Context: an optimization exercise on an open-source flow, tuned for small area, a short achievable clock period and few clock cycles. The choices shown serve that exercise and are no tape-out recipe.
The RTL was checked by simulation tests, not by an equivalence proof against the original design.
No driver is modelled on the clock port, so clocking that relies on it looks cheaper here than on a real chip.
Power and IR drop assume default switching activity.

== purple ==
Design day1_2, start of the top module:
module day1_2 (
    input  logic clk,
    input  logic rst,
    input  logic tvalid_rx,
    output logic tready_rx,
    input  logic [7:0] tdata_rx,
    input  logic tlast_rx,
    output logic tvalid_tx,
    input  logic tready_tx,
    output logic [31:0] tdata_tx,
    output logic tlast_tx
);
  logic       tv;           
  logic       tl;           
  logic       tn;           
  logic [4:0] td;           
  logic       rst_q;
  always_ff @(posedge clk) begin
    rst_q <= rst;
    tv <= tvalid_rx & ~rst;
    tl <= tlast_rx;
    tn <= ~tdata_rx[6];
    td <= tdata_rx[4:0];
  end
  logic [4:0] st;           
  logic [4:0] ns;
  logic       wf;           
  logic [3:0] wd;           
  wire l_e = (td == 5'd5);
  wire l_f = (td == 5'd6);
  wire l_g = (td == 5'd7);
  wire l_h = (td == 5'd8);
  wire l_i = (td == 5'd9);
  wire l_n = (td == 5'd14);
  wire l_o = (td == 5'd15);
  wire l_r = (td == 5'd18);
  wire l_s = (td == 5'd19);
  wire l_t = (td == 5'd20);
  wire l_u = (td == 5'd21);
  wire l_v = (td == 5'd22);
  wire l_w = (td == 5'd23);
  wire l_x = (td == 5'd24);
  wire l_z = (td == 5'd26);
  wire s_root = (st == 5'd0);
  wire s_e = (st == 5'd10);
  wire s_f = (st == 5'd11);
  wire s_n = (st == 5'd8);
  wire s_o = (st == 5'd3);
  wire s_s = (st == 5'd29);
  wire s_t = (st == 5'd9);
  wire s_z = (st == 5'd14);
  wire s_ei = (st == 5'd12);
  wire s_fi = (st == 5'd31);
  wire s_fo = (st == 5'd19);
  wire s_ni = (st == 5'd28);
  wire s_on = (st == 5'd1);
  wire s_se = (st == 5'd15);
  wire s_si = (st == 5'd7);
  wire s_th = (st == 5'd6);
  wire s_tw = (st == 5'd22);
  wire s_ze = (st == 5'd24);
  wire s_eig = (st == 5'd23);
  wire s_fiv = (st == 5'd4);
  wire s_fou = (st == 5'd20);
  ...
For scale: about 350 cells after synthesis, ~48 I/O pins, about 2500 µm² of cells after synthesis.
export LEC_CHECK = 0
export CAP_MARGIN = 20
export CORE_MARGIN = 2
export CORE_UTILIZATION = 40
export SLEW_MARGIN = 20
create_clock -name core_clock -period 10.0 [get_ports {clk}]
standard.sh (not shown) runs the stock make flow with config.mk's settings and CLKGATE_MAP_FILE= SYNTH_SCRIPT=/design/flow/synth_recipe.tcl, a recipe that flattens the netlist after the stock synthesis.
==> flow/flow/run.sh <==
#!/bin/bash
# Layout flow: the standard synthesis, then its combinational logic re-optimised for area
# with ABC (registers, their names and cell types kept), then the standard layout with
# small port buffers, a two-buffer clock tree (flow/clk2.tcl, run before CTS) and a
# tighter setup target for repair_timing.
set -euo pipefail
R=orfs/results/$FLOW_PLATFORM/day1_2/base
bash standard.sh synth > synth.log 2>&1
cp $R/1_2_yosys.v $R/1_2_yosys.std.v
LIB=$FLOW_HOME/platforms/$FLOW_PLATFORM/lib/sky130_fd_sc_hd__tt_025C_1v80.lib \
IN=$R/1_2_yosys.std.v OUT=$R/1_2_yosys.v yosys -c flow/resyn.tcl > resyn.log 2>&1
rm -f $R/1_synth.odb $R/1_synth.sdc
bash standard.sh BUFFER_PORTS_ARGS="-buffer_cell sky130_fd_sc_hd__buf_1" SETUP_SLACK_MARGIN=7.2 \
  PRE_CTS_TCL=$PWD/flow/clk2.tcl \
  CTS_ARGS="-sink_clustering_enable -repair_clock_nets -dont_use_dummy_load" finish > standard.log 2>&1
==> flow/flow/area.abc <==
strash
&get -n
&deepsyn -J 200 -S 1 -T 600
&put
dc2
dch -f
map -D 1800
topo
dnsize -D 1800
Other scripts of this flow, unchanged in this note and not shown: flow/flow/clk2.tcl, flow/flow/resyn.tcl
Testbench counts of purple, summed over its fixed seeds: cycles 33,504.
Here is what was changed in the inputs of green compared with purple.
==> flow/flow/area.abc <==
strash
&get -n
&deepsyn -J 200 -S 1 -T 600
&put
dc2
dch -f
amap
topo
## What came out
- Total number of cells along the worst setup path in green vs purple: up 17
- Taking purple as the reference, in green detailed-route via count now sits lower, sequential share of layout area shrank by 1.4 points, first-pass iteration count of the detailed router dropped 1.

* * *

Another version of the RTL of day1_2 (not shown whole).
Size in the first run: ~49 flip-flops.
Settings: LEC_CHECK=0, CAP_MARGIN=20, CORE_MARGIN=2, CORE_UTILIZATION=40, SLEW_MARGIN=20; clock period 10.0 ns.
run.sh (not shown) runs the stock make flow with config.mk's settings and CLKGATE_MAP_FILE= SYNTH_SCRIPT=/design/flow/synth_recipe.tcl, a recipe that flattens the netlist after the stock synthesis.
Stock flow here: none of the scripts above is used.
The starting point completed with no timing, DRC or antenna violations.
Testbench counts at the start, summed over its fixed seeds: cycles 33,504.
Change:
==> flow/flow/run.sh (new file) <==
#!/bin/bash
# Standard layout, with small port buffers and a tighter setup target for repair_timing.
set -euo pipefail
bash standard.sh BUFFER_PORTS_ARGS="-buffer_cell sky130_fd_sc_hd__buf_1" SETUP_SLACK_MARGIN=7 CTS_ARGS="-sink_clustering_enable -repair_clock_nets -dont_use_dummy_load" finish > standard.log 2>&1
==> flow/standard.sh (new file) <==
#!/bin/bash
# synth_recipe.tcl (not shown) runs the flow's synth.tcl, then flattens the netlist and writes it again
# the make line also repeats each setting of config.mk as NAME=value (left out here)
make -C /OpenROAD-flow-scripts/flow DESIGN_CONFIG=/design/flow/config.mk WORK_HOME=/design/flow/orfs CLKGATE_MAP_FILE= SYNTH_SCRIPT=/design/flow/synth_recipe.tcl "${@:-finish}"
removed: flow/run.sh
What happened:
- The new run ran to the end with no violations
- area after synthesis is unchanged
- final area went down by 7.0%
- power went down by 8.2%
Change:
==> flow/flow/run.sh (replaced) <==
#!/bin/bash
# Standard layout, with small port buffers and a tighter setup target for repair_timing.
set -euo pipefail
bash standard.sh BUFFER_PORTS_ARGS="-buffer_cell sky130_fd_sc_hd__buf_1" SETUP_SLACK_MARGIN=7.3 finish > standard.log 2>&1
The changed run completed without violations.
Sequential power hardly moves.
Fmax is higher by 5.1%.
Global-route usage rises by 1.6 points.
Change:
==> flow/flow/run.sh (replaced) <==
#!/bin/bash
# Layout flow: the standard synthesis, then its combinational logic re-optimised for area
# with ABC (registers, their names and cell types kept), then the standard layout with
# small port buffers, no dummy clock loads and a tighter setup target for repair_timing.
set -euo pipefail
R=orfs/results/$FLOW_PLATFORM/day1_2/base
bash standard.sh synth > synth.log 2>&1
cp $R/1_2_yosys.v $R/1_2_yosys.std.v
LIB=$FLOW_HOME/platforms/$FLOW_PLATFORM/lib/sky130_fd_sc_hd__tt_025C_1v80.lib \
IN=$R/1_2_yosys.std.v OUT=$R/1_2_yosys.v yosys -c flow/resyn.tcl > resyn.log 2>&1
rm -f $R/1_synth.odb $R/1_synth.sdc
bash standard.sh BUFFER_PORTS_ARGS="-buffer_cell sky130_fd_sc_hd__buf_1" SETUP_SLACK_MARGIN=6.7 \
  CTS_ARGS="-sink_clustering_enable -repair_clock_nets -dont_use_dummy_load" finish > standard.log 2>&1
==> flow/flow/area.abc (new file) <==
strash
&get -n
&deepsyn -T 60 -S 1
&put
dc2
dch -f
amap
topo
==> flow/flow/resyn.tcl (new file) <==
# Re-map the combinational logic of the synthesized netlist for area.
# Flip-flops and tie cells stay as they are, with their instance names.
yosys -import
set lib $::env(LIB)
read_liberty -ignore_miss_func $lib
read_verilog $::env(IN)
hierarchy -top $::env(FLOW_TOP)
setattr -mod -set keep_hierarchy 1 sky130_fd_sc_hd__*df* sky130_fd_sc_hd__conb_*
flatten
opt_clean
abc -liberty $lib -script flow/area.abc -dont_use *lpflow* -dont_use *probe*
opt_clean -purge
tee -o resyn_stat.txt stat -liberty $lib
select $::env(FLOW_TOP)
write_verilog -noattr -selected $::env(OUT)
Die area is lower by 22%.
Routed wire length is lower by 22%.
Design area is lower by 27%.
Hold slack improved by 4.5 ps.
Utilization is lower by 2.4 points.
Synthesized cell count is lower by 16%.
Total power is lower by 5.0%.
Change:
==> flow/flow/run.sh (replaced) <==
#!/bin/bash
# Standard layout, with small port buffers and a tighter setup target for repair_timing.
set -euo pipefail
bash standard.sh BUFFER_PORTS_ARGS="-buffer_cell sky130_fd_sc_hd__buf_1" SETUP_SLACK_MARGIN=7.6 finish > standard.log 2>&1
removed: flow/flow/area.abc
removed: flow/flow/resyn.tcl
- worst hold slack gains 14 ps
- cell area increases by 41%
- power increases by 6.6%
- sequential share of layout area decreases by 9.6 points
- area after synthesis increases by 30%
- synthesized cell count increases by 18%
- die area increases by 28%
Change:
==> flow/flow/run.sh (replaced) <==
#!/bin/bash
# Layout flow: the standard synthesis, then its combinational logic re-optimised for area
# with ABC (registers, their names and cell types kept), then the standard layout with
# small port buffers, no dummy clock loads and a tighter setup target for repair_timing.
set -euo pipefail
R=orfs/results/$FLOW_PLATFORM/day1_2/base
bash standard.sh synth > synth.log 2>&1
cp $R/1_2_yosys.v $R/1_2_yosys.std.v
LIB=$FLOW_HOME/platforms/$FLOW_PLATFORM/lib/sky130_fd_sc_hd__tt_025C_1v80.lib \
IN=$R/1_2_yosys.std.v OUT=$R/1_2_yosys.v yosys -c flow/resyn.tcl > resyn.log 2>&1
rm -f $R/1_synth.odb $R/1_synth.sdc
bash standard.sh BUFFER_PORTS_ARGS="-buffer_cell sky130_fd_sc_hd__buf_1" SETUP_SLACK_MARGIN=7 \
  CTS_ARGS="-sink_clustering_enable -repair_clock_nets -dont_use_dummy_load" finish > standard.log 2>&1
==> flow/flow/area.abc (new file) <==
strash
&get -n
&deepsyn -T 60 -S 1
&put
dc2
dch -f
amap
topo
==> flow/flow/resyn.tcl (new file) <==
# Re-map the combinational logic of the synthesized netlist for area.
# Flip-flops and tie cells stay as they are, with their instance names.
yosys -import
set lib $::env(LIB)
read_liberty -ignore_miss_func $lib
read_verilog $::env(IN)
hierarchy -top $::env(FLOW_TOP)
setattr -mod -set keep_hierarchy 1 sky130_fd_sc_hd__*df* sky130_fd_sc_hd__conb_*
flatten
opt_clean
abc -liberty $lib -script flow/area.abc -dont_use *lpflow* -dont_use *probe*
opt_clean -purge
tee -o resyn_stat.txt stat -liberty $lib
select $::env(FLOW_TOP)
write_verilog -noattr -selected $::env(OUT)
=>
- clock-buffer cell count is unchanged
- sequential power hardly moves
- cell area shrinks by a quarter to a third
- routed wire length shrinks by a quarter to a third
- critical path depth stays the same
- die area went down by about a fifth
- clock power is lower by about a fifth
- sequential share of layout area rises by 8.5 points
- maximum frequency fell by a few percent
- core utilization came out lower by 2.4 points

what the ideal ports hide:
The flow's constraints put no driver on any port. The routed layouts listed below were extracted and timed again, unchanged, in two steps.
Step 1: set_driving_cell puts a clkbuf_16 on clk and a buf_2 on each other input, an assumption about the parent block.
Step 2 adds t to the input delays and takes it off the output delays; t is the mean of the earliest and latest rising clock arrival at the registers after step 1. Input paths then give back, and output paths get back, about the clock's delay inside the block.
Slacks: no drivers / after step 1 / after step 2; pairs: no drivers / after step 1.
run | t, ns | setup slack, ns | worst setup path at the end | worst data-port slew with drivers (ns)
purple | 0.204 | 7.267 / 7.220 / 7.393 | register to register | 0.04
green | 0.200 | 7.244 / 7.206 / 7.244 | register to register | 0.04
the first run of note 2 | 0.325 | 6.636 / 6.607 / 6.626 | input to register | 0.04
the second run of note 2 | 0.310 | 7.087 / 7.062 / 6.991 | input to register | 0.04
the third run of note 2 | 0.328 | 7.227 / 7.195 / 7.066 | input to register | 0.03
the fourth run of note 2 | 0.317 | 6.906 / 6.906 / 6.799 | input to register | 0.04
the fifth run of note 2 | 0.331 | 7.216 / 7.187 / 7.224 | register to register | 0.12
the sixth run of note 2 | 0.316 | 7.155 / 7.127 / 6.886 | input to register | 0.04
After both steps setup and hold are still met in every run listed. For the sixth run of note 2, which loses most, drivers alone change the setup slack by -0.028 ns; drivers and shift together by -0.269 ns.
